From an optimization exercise on the open Yosys and OpenROAD flow, aimed at small area; shortcuts taken in it are not production practice.
Only simulation tests tie the RTL to the original design; equivalence was not proved.
No activity file was given, so power comes from the tool's default toggle rates.

--- flow/config.mk ---
export PLATFORM = sky130hd
export DESIGN_NAME = filtro_fir
export DESIGN_NICKNAME = filtro_fir
export VERILOG_FILES = /design/flow/design.v
export SDC_FILE = /design/flow/constraint.sdc
export NUM_CORES = 4
export LEC_CHECK = 0
export CAP_MARGIN = 20
export CORE_MARGIN = 2
export CORE_UTILIZATION = 40
export SLEW_MARGIN = 20
--- flow/run.sh ---
#!/bin/bash
# synth_recipe.tcl (not shown) runs the flow's synth.tcl, then flattens the netlist and writes it again
# the make line also repeats each setting of config.mk as NAME=value (left out here)
make -C /OpenROAD-flow-scripts/flow DESIGN_CONFIG=/design/flow/config.mk WORK_HOME=/design/flow/orfs CLKGATE_MAP_FILE= SYNTH_SCRIPT=/design/flow/synth_recipe.tcl finish
--- flow/design.v ---
module SatTruncFP
  #(
    parameter	NB_XI  	= 20,
    parameter	NBF_XI	= 12,
    parameter	NB_XO	= 8,
    parameter	NBF_XO	= 6
    )
   (
    input [(NB_XI)-1:0]  i_data,
    output [(NB_XO)-1:0] o_data
    );
   localparam	NBI_XI	=	NB_XI	-	NBF_XI;
   localparam	NBI_XO	=	NB_XO	-	NBF_XO;
   wire [NB_XO-1:0] 	 aux_Sat;
   wire [NBF_XO-1:0] 	 aux_trunc;
   wire 		 condicion;
   wire [NB_XO-1:0] 	 resultado1;
   wire [NB_XO-1:0] 	 resultado2;
	generate
	   if (NBF_XI >= NBF_XO)
	     begin
		assign	aux_trunc = i_data[(NBF_XI-1):(NBF_XI - NBF_XO)];
	     end
	   else
	     begin
		assign	aux_trunc = {i_data[NBF_XI-1:0],{(NBF_XO - NBF_XI){1'b0}}};
	     end
	   if (NBI_XI > NBI_XO)
	     begin
		assign	condicion		=	(i_data[(NB_XI-2)-:(NBI_XI-NBI_XO)] == {(NBI_XI-NBI_XO){i_data[NB_XI-1]}});
		assign	resultado1		=	{i_data[(NB_XI-1)],{(NB_XO-1){~i_data[(NB_XI-1)]}}};
		assign	resultado2		=	{i_data[(NB_XI-1)],i_data[NBF_XI +:NBI_XO-1],aux_trunc};
		assign	aux_Sat			=	condicion	?	resultado2	:	resultado1;
	     end
	   else
	     begin
		if (NBI_XO == NBI_XI)
                  assign  aux_Sat = {i_data[(NB_XI-1)-:NBI_XI],aux_trunc};
		else
		  assign  aux_Sat	= {{(NBI_XO - NBI_XI){i_data[NB_XI-1]}},i_data[(NB_XI-1)-:NBI_XI],aux_trunc};
	     end
	endgenerate
   assign	o_data=aux_Sat;
endmodule
module filtro_fir
  #(
    parameter WW_INPUT  = 8,
    parameter WW_OUTPUT = 8
    ) 
   (
    input 			  clk,
    input 			  i_en,
    input 			  i_srst,
    input signed [ WW_INPUT-1:0]  i_data,
    output signed [WW_OUTPUT-1:0] o_data
    );
  localparam WW_COEFF = 8;
   reg  signed [WW_INPUT           -1:0] register [14:1];
   wire signed [         WW_COEFF  -1:0] coeff    [14:0];
   wire signed [WW_INPUT+WW_COEFF  -1:0] prod     [14:0];
   wire signed [WW_INPUT+WW_COEFF+1-1:0] sum      [8:1]; 
   wire signed [WW_INPUT+WW_COEFF+2-1:0] sum1     [4:1]; 
   wire signed [WW_INPUT+WW_COEFF+3-1:0] sum2     [2:1]; 
   wire signed [WW_INPUT+WW_COEFF+4-1:0] sum3; 
   reg signed [WW_INPUT+WW_COEFF   -1:0] prod_d   [14:0];
   reg signed [WW_INPUT+WW_COEFF+4 -1:0] sum3_d;
   reg signed [WW_INPUT+WW_COEFF+1 -1:0] sum_d    [8:1];
    assign coeff[ 0] = 8'hFF;
    assign coeff[ 1] = 8'hFF;
    assign coeff[ 2] = 8'hFF;
    assign coeff[ 3] = 8'h00;
    assign coeff[ 4] = 8'h03;
    assign coeff[ 5] = 8'h08;
    assign coeff[ 6] = 8'h0D;
    assign coeff[ 7] = 8'h10;
    assign coeff[ 8] = 8'h0D;
    assign coeff[ 9] = 8'h08;
    assign coeff[10] = 8'h03;
    assign coeff[11] = 8'h00;
    assign coeff[12] = 8'hFF;
    assign coeff[13] = 8'hFF;
    assign coeff[14] = 8'hFF;
  always @(posedge clk) begin
    if (i_srst == 1'b1) begin
      register[ 1] <= {WW_INPUT{1'b0}};
      register[ 2] <= {WW_INPUT{1'b0}};
      register[ 3] <= {WW_INPUT{1'b0}};
      register[ 4] <= {WW_INPUT{1'b0}};
      register[ 5] <= {WW_INPUT{1'b0}};
      register[ 6] <= {WW_INPUT{1'b0}};
      register[ 7] <= {WW_INPUT{1'b0}};
      register[ 8] <= {WW_INPUT{1'b0}};
      register[ 9] <= {WW_INPUT{1'b0}};
      register[10] <= {WW_INPUT{1'b0}};
      register[11] <= {WW_INPUT{1'b0}};
      register[12] <= {WW_INPUT{1'b0}};
      register[13] <= {WW_INPUT{1'b0}};
      register[14] <= {WW_INPUT{1'b0}};
    end else begin
      if (i_en == 1'b1) begin
        register[ 1] <= i_data;
        register[ 2] <= register[ 1];
        register[ 3] <= register[ 2];
        register[ 4] <= register[ 3];
        register[ 5] <= register[ 4];
        register[ 6] <= register[ 5];
        register[ 7] <= register[ 6];
        register[ 8] <= register[ 7];
        register[ 9] <= register[ 8];
        register[10] <= register[ 9];
        register[11] <= register[10];
        register[12] <= register[11];
        register[13] <= register[12];
	    register[14] <= register[13];
      end
    end
  end
  assign prod[ 0] = coeff[ 0] * i_data;
  assign prod[ 1] = coeff[ 1] * register[ 1];
  assign prod[ 2] = coeff[ 2] * register[ 2];
  assign prod[ 3] = coeff[ 3] * register[ 3];
  assign prod[ 4] = coeff[ 4] * register[ 4];
  assign prod[ 5] = coeff[ 5] * register[ 5];
  assign prod[ 6] = coeff[ 6] * register[ 6];
  assign prod[ 7] = coeff[ 7] * register[ 7];
  assign prod[ 8] = coeff[ 8] * register[ 8];
  assign prod[ 9] = coeff[ 9] * register[ 9];
  assign prod[10] = coeff[10] * register[10];
  assign prod[11] = coeff[11] * register[11];
  assign prod[12] = coeff[12] * register[12];
  assign prod[13] = coeff[13] * register[13];
  assign prod[14] = coeff[14] * register[14];
  always@(posedge clk) begin
    prod_d[ 0] <= prod[ 0];
    prod_d[ 1] <= prod[ 1];
    prod_d[ 2] <= prod[ 2];
    prod_d[ 3] <= prod[ 3];
    prod_d[ 4] <= prod[ 4];
    prod_d[ 5] <= prod[ 5];
    prod_d[ 6] <= prod[ 6];
    prod_d[ 7] <= prod[ 7];
    prod_d[ 8] <= prod[ 8];
    prod_d[ 9] <= prod[ 9];
    prod_d[10] <= prod[10];
    prod_d[11] <= prod[11];
    prod_d[12] <= prod[12];
    prod_d[13] <= prod[13];
    prod_d[14] <= prod[14];
  end
  assign sum[ 1] = prod_d[ 0] + prod_d[ 1]; 
  assign sum[ 2] = prod_d[ 2] + prod_d[ 3];
  assign sum[ 3] = prod_d[ 4] + prod_d[ 5];
  assign sum[ 4] = prod_d[ 6] + prod_d[ 7];
  assign sum[ 5] = prod_d[08] + prod_d[ 9];
  assign sum[ 6] = prod_d[10] + prod_d[11];
  assign sum[ 7] = prod_d[12] + prod_d[13];
  assign sum[ 8] = {prod_d[14][WW_INPUT+WW_COEFF-1],prod_d[14]};
  always@(posedge clk) begin
    sum_d[1] <= sum[1];
    sum_d[2] <= sum[2];
    sum_d[3] <= sum[3];
    sum_d[4] <= sum[4];
    sum_d[5] <= sum[5];
    sum_d[6] <= sum[6];
    sum_d[7] <= sum[7];
    sum_d[8] <= sum[8];
  end
  assign sum1[ 1] = sum_d[ 1] + sum_d[ 2]; 
  assign sum1[ 2] = sum_d[ 3] + sum_d[ 4];
  assign sum1[ 3] = sum_d[ 5] + sum_d[ 6];
  assign sum1[ 4] = sum_d[ 7] + sum_d[ 8];
  assign sum2[ 1] = sum1[ 1] + sum1[ 2]; 
  assign sum2[ 2] = sum1[ 3] + sum1[ 4];
  assign sum3 = sum2[ 1] + sum2[ 2]; 
  always@(posedge clk)
    sum3_d <= sum3;
  SatTruncFP
	inst_SatTruncFP_dataB
	(
	  .i_data(	sum3_d	),
	  .o_data(	o_data	)
	);
endmodule
--- flow/constraint.sdc ---
create_clock -name core_clock -period 5.5 [get_ports {clk}]
set_input_delay 1.1000 -clock core_clock [delete_from_list [all_inputs] [get_ports {clk}]]
set_output_delay 1.1000 -clock core_clock [all_outputs]
set_load 0.01 [all_outputs]
==> flow_metrics.env, run 1 <==
export IMPL_synth_xor_area_share=0.0564
export IMPL_arrival_ps=5210
export IMPL_die_w_um=222
export IMPL_pwr_share_clk=0.378
export IMPL_drc=0
export IMPL_syn_to_final_growth_pct=12.0
export IMPL_postCtsResizedCells=0
export IMPL_clock_skew_ps=8.96
export IMPL_grt_max_degree=73
export IMPL_routedWlPerCell_um=14.2
export IMPL_maxSlewViolCount=0
export IMPL_synthMuxAreaShare=0.0603
export IMPL_post_route_period_util=0.863
export IMPL_p_switching_w=0.00217
export IMPL_p_int_w=0.00563
export IMPL_clk_path_buf_depth=3
export IMPL_syn_nets=2113
export IMPL_cp_required_ps=5960
export IMPL_setup_tns_ps=0
export IMPL_drtIter0Drc=561
export IMPL_synthAdderAreaFrac=0.236
export IMPL_viasPerCell=4.57
export IMPL_port_buffers=18
export IMPL_synth_seq_cells=411
export IMPL_design_area_mm2=0.0212
export IMPL_p_seq_frac=0.415
export IMPL_syn_inst=1818
export IMPL_final_nets=2142
export IMPL_leakage_nw=10.3
export IMPL_cts_tree="yes"
export IMPL_min_period_ps=4750
export IMPL_cp_max_fo=5
export IMPL_fillers=4461
export IMPL_initial_core_util=0.406
export IMPL_synth_edf_count=0
export IMPL_insertion_delay_ps=550
export IMPL_yosys_area_share_simple=0.0676
export IMPL_grt_pass1_vias=11535
export IMPL_fmax_ghz=0.211
export IMPL_firstDrtPassIters=15
export IMPL_worstMarginPinSlew_ps=883
export IMPL_avgSynthCellArea_um2=10.4
export IMPL_reg2regPathDepth=16
export IMPL_hold_class="flop to flop"
export IMPL_yosysTopAreaCellShare=0.434
export IMPL_drtAntennaViolNets=0
export IMPL_antenna_cells=0
export IMPL_drive_above_1_share=0.0490
export IMPL_synth_compound_area_frac=0.0712
export IMPL_gp_congestion=0.795
export IMPL_cts_root_buffer_cell="clkbuf_16"
export IMPL_combPwrFrac=0.208
export IMPL_yosys_warnings=4
export IMPL_yosysTopAreaCell="dfxtp_1"
export IMPL_grt_first_pass_wirelength_um=58700
export IMPL_placed_area_mm2=0.0198
export IMPL_dpl_hpwl_um=27000
export IMPL_cts_setup_buffers=0
export IMPL_startpoint_type="flop"
export IMPL_antenna_found_initial=4
export IMPL_status="finished clean"
export IMPL_die_area_mm2=0.0491
export IMPL_critPathKind="flop to flop"
export IMPL_slew_headroom=0.411
export IMPL_yosysMostFrequentCell="dfxtp_1"
export IMPL_synth_top_family_by_area="adder cells"
export IMPL_hold_violations=0
export IMPL_synthTopCellsByCount="dfxtp_1, inv_1, nor2_1, ha_1, fa_1"
export IMPL_gr_total_overflow=0
export IMPL_setup_viol_count_final=0
export IMPL_rows=79
export IMPL_netlist_area_mm2=0.0189
export IMPL_cts_sinks=411
export IMPL_powerDensity_mw_per_mm2=367
export IMPL_synthTopCellsByArea="dfxtp_1, fa_1, ha_1, inv_1, mux2i_1"
export IMPL_synth_flop_cell="dfxtp_1"
export IMPL_rsz0062_at_grt="false"
export IMPL_vdd_drop_max_mv=0.184
export IMPL_clk_pin_slew_ps=60
export IMPL_finalWirelength_um=35300
export IMPL_die_h_um=222
export IMPL_end_kind="flop"
export IMPL_synthArstFlopShare=0
export IMPL_core_area_mm2=0.0467
export IMPL_hold_depth=0
export IMPL_maxCapViolations=0
export IMPL_htree_levels=2
export IMPL_cts_inserted_buffers=44
export IMPL_vias=11343
export IMPL_cts_hold_fix_buffers=0
export IMPL_synth_seq_area_share=0.434
export IMPL_p_sw_frac=0.278
export IMPL_synth_distinct_cells=52
export IMPL_ios=19
export IMPL_grt_usage=0.148
[path summary, 6_finish.rpt]
kind                                     from          end  slack [ps]
worst max register to register   sum_d[6][10]   sum3_d[18]         750
worst max-delay path             sum_d[6][10]   sum3_d[18]         750
worst min register to register  prod_d[10][1]  sum_d[6][1]         320
worst min-delay path            prod_d[10][1]  sum_d[6][1]         320
[metrics by stage]
step / total power [W] / hold WS (ps) / cells / util / setup WS [ps]
global route: 0.00827 / 329 / 2484 / 0.455 / 462
floorplan: 0.00455 / 310 / 1818 / - / 1060
global placement: 0.00490 / 313 / 2408 / 0.423 / 865
finish: 0.00780 / 318 / 2484 / 0.455 / 751
detailed placement: 0.00495 / 312 / 2408 / 0.423 / 722
CTS: 0.00791 / 320 / 2484 / 0.455 / 728
[kinds of logic after synthesis]
group / Yosys count
AND/OR/NAND/NOR: 289
flip-flops: 411
adder cells (fa/ha/maj): 284
AO/OA/AOI/OAI: 223
XOR/XNOR: 122
multiplexers: 114
buffers and inverters: 375
[final cells by class]
cell class              count  area [um2]  area share
clock inverters            16         151     0.00714
inverters                 337        1260      0.0596
clock buffers              60        1310      0.0619
multi-input cells        1032        9300       0.438
repair buffers             21         201     0.00949
flip-flops and latches    411        8230       0.388
well taps                 607         759      0.0358
[registers in the layout (all words and copies together), names as in the netlist]
register	count
prod_d	168
sum_d	117
register	112
sum3_d	14
[critical path: stages (launching register included)]
cell	delay, ps
dfxtp_1	290
inv_1	150
fa_1	440
inv_1	250
fa_1	470
fa_1	550
inv_1	60
fa_1	530
inv_1	40
ha_1	340
nand2_1	120
o2111ai_1	130
a31oi_1	220
o41ai_2	130
o21ai_1	200
or4b_2	620
o311ai_1	110
[power by group through the flow]
stage / logic [W] / registers, W / clock network (W)
CTS: 0.00165 / 0.00324 / 0.00302
detailed placement: 0.00165 / 0.00330 / 0
floorplan: 0.00127 / 0.00328 / 0
finish: 0.00162 / 0.00323 / 0.00294
global placement: 0.00160 / 0.00330 / 0
global route: 0.00188 / 0.00325 / 0.00314
[placed cells by master (no fill, tap or decap), drive strengths merged, types with 14 or more instances in the layout]
| cell type | Yosys | routed |
|---|---|---|
| dfxtp | 411 | 411 |
| inv | 337 | 337 |
| nor2 | 166 | 166 |
| ha | 163 | 163 |
| fa | 121 | 121 |
| mux2i | 113 | 113 |
| a21oi | 103 | 103 |
| xnor2 | 86 | 86 |
| clkbuf | 27 | 60 |
| nand2 | 44 | 44 |
| o21ai | 40 | 40 |
| xor2 | 36 | 36 |
| nor3 | 19 | 19 |
| a21o | 17 | 17 |
| clkdlybuf4s50 | 0 | 16 |
| nand2b | 14 | 14 |
[routing by layer]
layer | part of all wire | global-route usage
met1 | 0.50 | 0.202
met2 | 0.45 | 0.242
met3 | 0.031 | 0.0252
met4 | 0.022 | 0.0403
met5 | 0 | 0
==> run 2: changes to the inputs <==
==> flow/design.v (replaced) <==
module SatTruncFP
  #(
    parameter	NB_XI  	= 20,
    parameter	NBF_XI	= 12,
    parameter	NB_XO	= 8,
    parameter	NBF_XO	= 6
    )
   (
    input [(NB_XI)-1:0]  i_data,
    output [(NB_XO)-1:0] o_data
    );
   localparam	NBI_XI	=	NB_XI	-	NBF_XI;
   localparam	NBI_XO	=	NB_XO	-	NBF_XO;
   wire [NB_XO-1:0] 	 aux_Sat;
   wire [NBF_XO-1:0] 	 aux_trunc;
   wire 		 condicion;
   wire [NB_XO-1:0] 	 resultado1;
   wire [NB_XO-1:0] 	 resultado2;
	generate
	   if (NBF_XI >= NBF_XO)
	     begin
		assign	aux_trunc = i_data[(NBF_XI-1):(NBF_XI - NBF_XO)];
	     end
	   else
	     begin
		assign	aux_trunc = {i_data[NBF_XI-1:0],{(NBF_XO - NBF_XI){1'b0}}};
	     end
	   if (NBI_XI > NBI_XO)
	     begin
		assign	condicion		=	(i_data[(NB_XI-2)-:(NBI_XI-NBI_XO)] == {(NBI_XI-NBI_XO){i_data[NB_XI-1]}});
		assign	resultado1		=	{i_data[(NB_XI-1)],{(NB_XO-1){~i_data[(NB_XI-1)]}}};
		assign	resultado2		=	{i_data[(NB_XI-1)],i_data[NBF_XI +:NBI_XO-1],aux_trunc};
		assign	aux_Sat			=	condicion	?	resultado2	:	resultado1;
	     end
	   else
	     begin
		if (NBI_XO == NBI_XI)
                  assign  aux_Sat = {i_data[(NB_XI-1)-:NBI_XI],aux_trunc};
		else
		  assign  aux_Sat	= {{(NBI_XO - NBI_XI){i_data[NB_XI-1]}},i_data[(NB_XI-1)-:NBI_XI],aux_trunc};
	     end
	endgenerate
   assign	o_data=aux_Sat;
endmodule
module filtro_fir
  #(
    parameter WW_INPUT  = 8,
    parameter WW_OUTPUT = 8
    )
   (
    input                         clk,
    input                         i_en,
    input                         i_srst,
    input  signed [ WW_INPUT-1:0] i_data,
    output signed [WW_OUTPUT-1:0] o_data
    );
  reg signed [7:0] d [1:14];
  integer k;
  always @(posedge clk) begin
    if (i_srst) begin
      for (k = 1; k <= 14; k = k + 1) d[k] <= 8'sd0;
    end else if (i_en) begin
      d[1] <= i_data;
      for (k = 2; k <= 14; k = k + 1) d[k] <= d[k-1];
    end
  end
  wire signed [8:0]  a = d[4] + d[10];
  wire signed [8:0]  b = d[5] + d[9];
  wire signed [8:0]  c = d[6] + d[8];
  wire signed [14:0] s = 3*a + 8*b + 13*c + 16*d[7]
                         - i_data - d[1] - d[2] - d[12] - d[13] - d[14];
  wire signed [7:0] sat;
  SatTruncFP #(.NB_XI(15), .NBF_XI(12), .NB_XO(8), .NBF_XO(6))
    u_sat (.i_data(s), .o_data(sat));
  reg signed [7:0] r1, r2, r3;
  always @(posedge clk) begin
    r1 <= sat;
    r2 <= r1;
    r3 <= r2;
  end
  assign o_data = r3;
endmodule
==> run 2 against run 1 <==
Highest routed layer unchanged. Sequential power shrank 65%. Worst hold slack gained 3.0 ps. Via count decreased by 47%. Routed wire length shrank 50%. Largest power group is now combinational cells. The layout now fails its checks (setup timing).
==> flow_metrics.env, run 2 <==
export IMPL_dpl_hpwl_um=13400
export IMPL_synth_distinct_cells=43
export IMPL_yosysTopAreaCell="dfxtp_1"
export IMPL_reg2regPathDepth=25
export IMPL_r2r_start="d[10][0]"
export IMPL_cts_root_buffer_cell="clkbuf_16"
export IMPL_min_period_ps=6390
export IMPL_path_depth=25
export IMPL_core_area_mm2=0.0220
export IMPL_startpoint_type="flop"
export IMPL_cts_inserted_buffers=17
export IMPL_syn_to_final_growth_pct=25.8
export IMPL_initial_core_util=0.410
export IMPL_cp_required_ps=5810
export IMPL_clk_pin_slew_ps=60
export IMPL_synth_seq_cells=136
export IMPL_grt_usage=0.161
export IMPL_grt_max_degree=79
export IMPL_htree_levels=4
export IMPL_hold_class="flop to flop"
export IMPL_cp_slowest_stage_delay_ps=570
export IMPL_grt_first_pass_wirelength_um=30500
export IMPL_slew_headroom=0.365
export IMPL_die_area_mm2=0.0238
export IMPL_cts_sinks=136
export IMPL_port_buffers=18
export IMPL_drtAntennaViolNets=0
export IMPL_gr_total_overflow=0
export IMPL_maxCapViolations=0
export IMPL_clock_skew_ps=7.31
export IMPL_violations="setup timing"
export IMPL_maxSlewViolCount=0
export IMPL_dp_slack_ps=-1290
export IMPL_clk_path_buf_depth=2
export IMPL_design_area_mm2=0.0114
export IMPL_final_common_cell="inv_1"
export IMPL_end_kind="flop"
export IMPL_synth_flop_cell="dfxtp_1"
export IMPL_yosysTopAreaCellShare=0.301
export IMPL_regMostFlops="d"
export IMPL_drc=0
export IMPL_setup_viol_count_final=8
export IMPL_hold_violations=0
export IMPL_routedWlPerCell_um=13.2
export IMPL_largest_reg_flops=112
export IMPL_gp_congestion=0.812
export IMPL_crit_start="d[10][0]"
export IMPL_cp_max_fo=5
export IMPL_arrival_ps=6700
export IMPL_leakage_nw=5.56
export IMPL_rows=54
export IMPL_antenna_cells=0
export IMPL_status="finished with violations"
export IMPL_synthArstFlopShare=0
export IMPL_syn_inst=894
export IMPL_fillers=1920
export IMPL_vias=5989
export IMPL_syn_nets=1078
export IMPL_critPathSlowestCell="fa_1"
export IMPL_rsz0062_at_grt="true"
export IMPL_viasPerCell=4.47
export IMPL_grt_pass1_vias=6309
export IMPL_drtIter0Drc=291
export IMPL_synth_edf_count=0
export IMPL_synthTopCellsByArea="dfxtp_1, fa_1, mux2i_1, ha_1, inv_1"
export IMPL_critPathTopFamily="adder cells"
export IMPL_cts_hold_fix_buffers=0
export IMPL_synth_seq_area_share=0.301
export IMPL_firstDrtPassIters=4
export IMPL_finalWirelength_um=17700
export IMPL_fmax_ghz=0.156
export IMPL_antenna_found_initial=0
export IMPL_whs_ps=321
export IMPL_regToRegSetupSlack_ps=-890
export IMPL_placed_area_mm2=0.0105
export IMPL_ios=19
export IMPL_yosysMostFrequentCell="inv_1"
export IMPL_final_nets=1232
export IMPL_critPathKind="flop to flop"
export IMPL_drive_above_1_share=0.227
export IMPL_netlist_area_mm2=0.00903
export IMPL_r2r_end="r1[3]"
export IMPL_cp_common_cell="inv_2"
export IMPL_finalWorstSetupSlack_ps=-891
export IMPL_setup_tns_ps=-6810
export IMPL_die_h_um=154
export IMPL_layout_common_cells="inv_1, buf_4, dfxtp_1"
export IMPL_worstMarginPinSlew_ps=953
export IMPL_vdd_drop_max_mv=0.257
export IMPL_synthTopCellsByCount="inv_1, dfxtp_1, nor2_1, mux2i_1, fa_1"
export IMPL_post_route_period_util=1.16
export IMPL_avgSynthCellArea_um2=10.1
export IMPL_endpoint="r1[3]"
export IMPL_insertion_delay_ps=430
export IMPL_powerDensity_mw_per_mm2=322
export IMPL_die_w_um=154
export IMPL_yosys_warnings=2
export IMPL_path_buf_inv=5
export IMPL_cts_tree="yes"
-- run 2: changes by cell type after synthesis, moves of 15 or more --
cell,previous run,this run
nor2_1,166,119
o21ai_0,39,9
a21oi_1,102,22
nor3_1,19,4
ha_1,163,66
dfxtp_1,411,136
inv_1,337,194
xor2_1,36,14
xnor2_1,86,16
nand2_1,44,14
-- run 2: metrics by stage --
stage          cells  utilization  power (W)
3_5_place_dp    1293        0.477    0.00235
6_report        1341        0.516    0.00365
4_1_cts         1340        0.513    0.00357
3_3_place_gp    1293        0.477    0.00233
5_1_grt         1341        0.516    0.00390
2_1_floorplan    894            -    0.00196
-- run 2: area by class of cell --
class                           count  area (um2)  area share
Multi-Input combinational cell    539        5710       0.502
Sequential cell                   136        2730       0.240
Timing Repair Buffer              160        1260       0.111
Inverter                          194         728      0.0641
Clock buffer                       18         439      0.0387
Tap cell                          280         350      0.0308
Clock inverter                     14         150      0.0132
-- run 2: worst min-delay path by stage --
stage / from / end / slack (ps) / cells after the start
after floorplan: r1[0] / r2[0] / 310 / 0
after global placement: r2[5] / r3[5] / 310 / 0
after detailed placement: r1[2] / r2[2] / 310 / 0
after CTS: r1[7] / r2[7] / 320 / 0
after global routing: r2[4] / r3[4] / 330 / 0
final: r2[4] / r3[4] / 320 / 0
-- run 2: repair_timing --
item | 4_1_cts | 5_1_grt
pin swaps | 29 | 4
endpoints found under the setup margin | 8 | 8
setup buffers | 17 | 1
gates resized for setup | 26 | 15
hold endpoints to repair | 0 | 0
-- run 2: metal layers --
metal,up-vias,share of wire,wire (um),track usage
met5,-,0,0,0
met3,23,0.024,421,0.0272
met1,2814,0.51,8970,0.223
met2,72,0.45,8010,0.260
met4,0,0.014,244,0.0507
li1,3080,-,-,-
-- run 2: power by group --
| part | total, W | internal [W] | switching (W) |
|---|---|---|---|
| sequential | 0.00112 | 0.00110 | 0.0000237 |
| clock | 0.00115 | 0.000681 | 0.000466 |
| combinational | 0.00138 | 0.000706 | 0.000678 |
| total | 0.00365 | 0.00249 | 0.00117 |
-- run 2: kinds of logic (layout without fill, tap and decap cells) --
family                     count (synthesis)  in the layout  synth area share
AOI/OAI and AO/OA                         63             63            0.0460
xor gates and xnor gates                  31             31            0.0317
adders and majority gates                175            175             0.331
buffers and inverters                    219            386            0.0911
DFF                                      136            136             0.301
muxes                                    113            113             0.125
and+or+nand+nor                          157            157            0.0734
==> run 3: changes to the inputs <==
--- a/flow/design.v
+++ b/flow/design.v
@@ -71,9 +71,10 @@
                          - i_data - d[1] - d[2] - d[12] - d[13] - d[14];
-  wire signed [7:0] sat;
-  SatTruncFP #(.NB_XI(15), .NBF_XI(12), .NB_XO(8), .NBF_XO(6))
-    u_sat (.i_data(s), .o_data(sat));
-  reg signed [7:0] r1, r2, r3;
+  reg signed [8:0] r1;
+  reg signed [7:0] r2, r3;
+  wire [7:0] sat;
+  SatTruncFP #(.NB_XI(9), .NBF_XI(6), .NB_XO(8), .NBF_XO(6))
+    u_sat (.i_data(r1), .o_data(sat));
   always @(posedge clk) begin
-    r1 <= sat;
-    r2 <= r1;
+    r1 <= s[14:6];
+    r2 <= sat;
     r3 <= r2;
==> run 3 against run 2 <==
The layout still fails its checks (setup timing). Power fell by 7.0%. Clock power barely moved. Clock skew rose by 4.1 ps. Critical path depth fell by 1. Highest routed layer unchanged. Worst setup slack improved by 320 ps. Global-route usage rose by 0.32 points. Die area rose by 0.86%. Sequential power rose by 4%.
==> flow_metrics.env, run 3 <==
export IMPL_status="finished with violations"
export IMPL_cp_required_ps=5860
export IMPL_layout_common_cells="inv_1, nor2_1, dfxtp_1"
export IMPL_cts_root_buffer_cell="clkbuf_16"
export IMPL_dpl_cell_count=1299
export IMPL_cts_sinks=137
export IMPL_final_common_cell="inv_1"
export IMPL_cts_inserted_buffers=17
export IMPL_fin_cells=1337
export IMPL_regMostFlops="d"
export IMPL_yosys_warnings=2
export IMPL_maxSlewViolCount=0
export IMPL_leakage_nw=5.37
export IMPL_vias=6108
export IMPL_setup_viol_count_final=8
export IMPL_port_buffers=18
export IMPL_r2r_start="d[4][1]"
export IMPL_critPathKind="flop to flop"
export IMPL_htree_levels=4
export IMPL_vdd_drop_max_mv=0.174
export IMPL_cts_tree="yes"
export IMPL_synthTopCellsByArea="dfxtp_1, fa_1, mux2i_1, ha_1, inv_1"
export IMPL_yosysMostFrequentCell="inv_1"
export IMPL_hold_violations=0
export IMPL_dpl_hpwl_um=13700
export IMPL_die_w_um=155
export IMPL_grt_usage=0.164
export IMPL_ios=19
export IMPL_rsz0062_at_grt="true"
export IMPL_combPwrFrac=0.321
export IMPL_largest_reg_flops=112
export IMPL_p_switching_w=0.00106
export IMPL_grt_max_degree=63
export IMPL_avgSynthCellArea_um2=10.0
export IMPL_whs_ps=326
export IMPL_gp_congestion=0.797
export IMPL_cts_hold_fix_buffers=0
export IMPL_powerDensity_mw_per_mm2=302
export IMPL_arrival_ps=6430
export IMPL_synth_edf_count=0
export IMPL_p_int_w=0.00233
export IMPL_netlist_area_mm2=0.00911
export IMPL_finalWorstSetupSlack_ps=-574
export IMPL_synth_seq_cells=137
export IMPL_total_power_w=0.00340
export IMPL_drtAntennaViolNets=0
export IMPL_hold_class="flop to flop"
export IMPL_drc=0
export IMPL_end_kind="flop"
export IMPL_synth_distinct_cells=44
export IMPL_die_h_um=155
export IMPL_r2r_end="r1[4]"
export IMPL_routedWlPerCell_um=13.6
export IMPL_syn_to_final_growth_pct=23.6
export IMPL_firstDrtPassIters=4
export IMPL_yosysTopAreaCellShare=0.301
export IMPL_initial_core_util=0.405
export IMPL_slew_headroom=0.499
export IMPL_gr_total_overflow=0
export IMPL_reg2regPathDepth=24
export IMPL_drtIter0Drc=264
export IMPL_finalWirelength_um=18100
export IMPL_final_nets=1223
export IMPL_clock_skew_ps=11.5
export IMPL_reg_top3="d (112), r1 (9)"
export IMPL_synth_flop_cell="dfxtp_1"
export IMPL_antenna_found_initial=0
export IMPL_crit_start="d[4][1]"
export IMPL_syn_inst=911
export IMPL_grt_pass1_vias=6378
export IMPL_antenna_cells=0
export IMPL_synthTopCellsByCount="inv_1, nor2_1, dfxtp_1, mux2i_1, fa_1"
export IMPL_die_area_mm2=0.0240
export IMPL_rows=55
export IMPL_core_area_mm2=0.0225
export IMPL_final_util=0.501
export IMPL_min_period_ps=6070
export IMPL_synthArstFlopShare=0
export IMPL_worstMarginPinSlew_ps=752
export IMPL_insertion_delay_ps=430
export IMPL_maxCapViolations=0
export IMPL_yosysTopAreaCell="dfxtp_1"
export IMPL_setup_tns_ps=-3970
export IMPL_clk_path_buf_depth=2
export IMPL_p_seq_frac=0.341
export IMPL_syn_nets=1095
export IMPL_fmax_ghz=0.165
export IMPL_regToRegSetupSlack_ps=-570
export IMPL_pwr_share_clk=0.339
export IMPL_drive_above_1_share=0.203
export IMPL_clk_pin_slew_ps=70
export IMPL_grt_first_pass_wirelength_um=31000
export IMPL_p_sw_frac=0.313
export IMPL_cp_max_fo=4
export IMPL_post_route_period_util=1.10
export IMPL_startpoint_type="flop"
export IMPL_endpoint="r1[4]"
export IMPL_violations="setup timing"
export IMPL_viasPerCell=4.57
export IMPL_synth_seq_area_share=0.301
run 3: changes by cell type after synthesis, sizes merged, moves of 3 or more:
cell,before,now
o21ai,10,19
a21oi,25,15
inv,194,189
nor2,121,139
xnor2,16,19
run 3: layer usage:
layer  global-route usage  vias to the layer above  routed length (um)
li1                     -                     3099                   -
met1                0.222                     2953                9070
met2                0.273                       43                8560
met3               0.0337                       13                 349
met4               0.0397                        0                 143
met5                    0                        -                   0
run 3: worst min path at each step:
stage / start / endpoint / cells past startpoint
2_1_floorplan: r2[0] / r3[0] / 0
3_3_place_gp: r2[2] / r3[2] / 0
3_5_place_dp: r2[4] / r3[4] / 0
4_1_cts: r2[0] / r3[0] / 0
5_1_grt: r2[4] / r3[4] / 0
6_report: r2[0] / r3[0] / 0
run 3: layout make-up:
class                           count  area, um2
Tap cell                          285        357
Timing Repair Buffer              135       1060
Inverter                          189        709
Clock buffer                       17        425
Sequential cell                   137       2750
Clock inverter                     15        159
Fill cell                        2045      11200
Multi-Input combinational cell    559       5800
run 3: power groups by stage:
stage,clock network (W),registers [W],logic (W)
after global placement,0,0.00118,0.000975
after detailed placement,0,0.00118,0.000988
after CTS,0.00118,0.00116,0.00102
after global routing,0.00123,0.00117,0.00124
final,0.00115,0.00116,0.00109
after floorplan,0,0.00118,0.000645
run 3: what timing repair did:
item,in CTS,in global routing
buffers inserted,1,5
setup endpoints to repair,9,9
resized for setup,10,38
pin swaps,4,24
run 3: kinds of logic after synthesis:
kind of cell               after synthesis  synth area share
and+or+nand+nor                        173            0.0770
adders and majority gates              173             0.326
xor gates and xnor gates                35            0.0336
DFF                                    137             0.301
muxes                                  113             0.124
AOI/OAI and AO/OA                       65            0.0486
buffers and inverters                  215            0.0898
run 3: metrics by stage:
step / setup slack, ps / cell area (um2)
6_report: -574 / 11300
5_1_grt: -806 / 11300
4_1_cts: -610 / 11100
3_5_place_dp: -1020 / 10500
3_3_place_gp: -963 / 10500
2_1_floorplan: -333 / 9200
run 3: critical path: stages (launching register included):
cell	delay [ps]
dfxtp_4	360
buf_4	140
fa_2	420
a21oi_4	180
nor2_2	60
a211o_1	260
a21oi_2	180
xor2_2	110
fa_1	550
inv_2	50
ha_4	250
inv_2	30
fa_1	510
inv_2	50
fa_1	440
fa_1	500
inv_2	40
fa_1	510
inv_2	40
ha_4	210
nor2b_1	120
a311o_1	330
or3_4	390
a21oi_2	130
xnor2_1	120

## port drivers added, routing unchanged
No port has a modelled driver above. Below, the same layouts with a new extraction and two added sets of constraints. Step 1: set_driving_cell puts a clkbuf_16 on clk and a buf_2 on each other input, an assumption about the parent block. Step 2 times the ports against the registers' clock, not the clock port: input delays grow and output delays shrink by t, the midpoint of the rising clock arrivals with the driver on. Slacks: no drivers / after step 1 / after step 2; pairs: no drivers / after step 1.
run | t (ns) | setup slack, ns | hold WS [ns]
run 1 | 0.607 | 0.751 / 0.751 / 0.751 | 0.318 / 0.318 / 0.318
run 2 | 0.467 | -0.891 / -0.891 / -1.243 | 0.321 / 0.321 / 0.321
run 3 | 0.475 | -0.574 / -0.574 / -0.979 | 0.326 / 0.326 / 0.326
The setup slack of run 3, which loses most, moves by 0.000 ns with the drivers and by -0.405 ns with both steps.
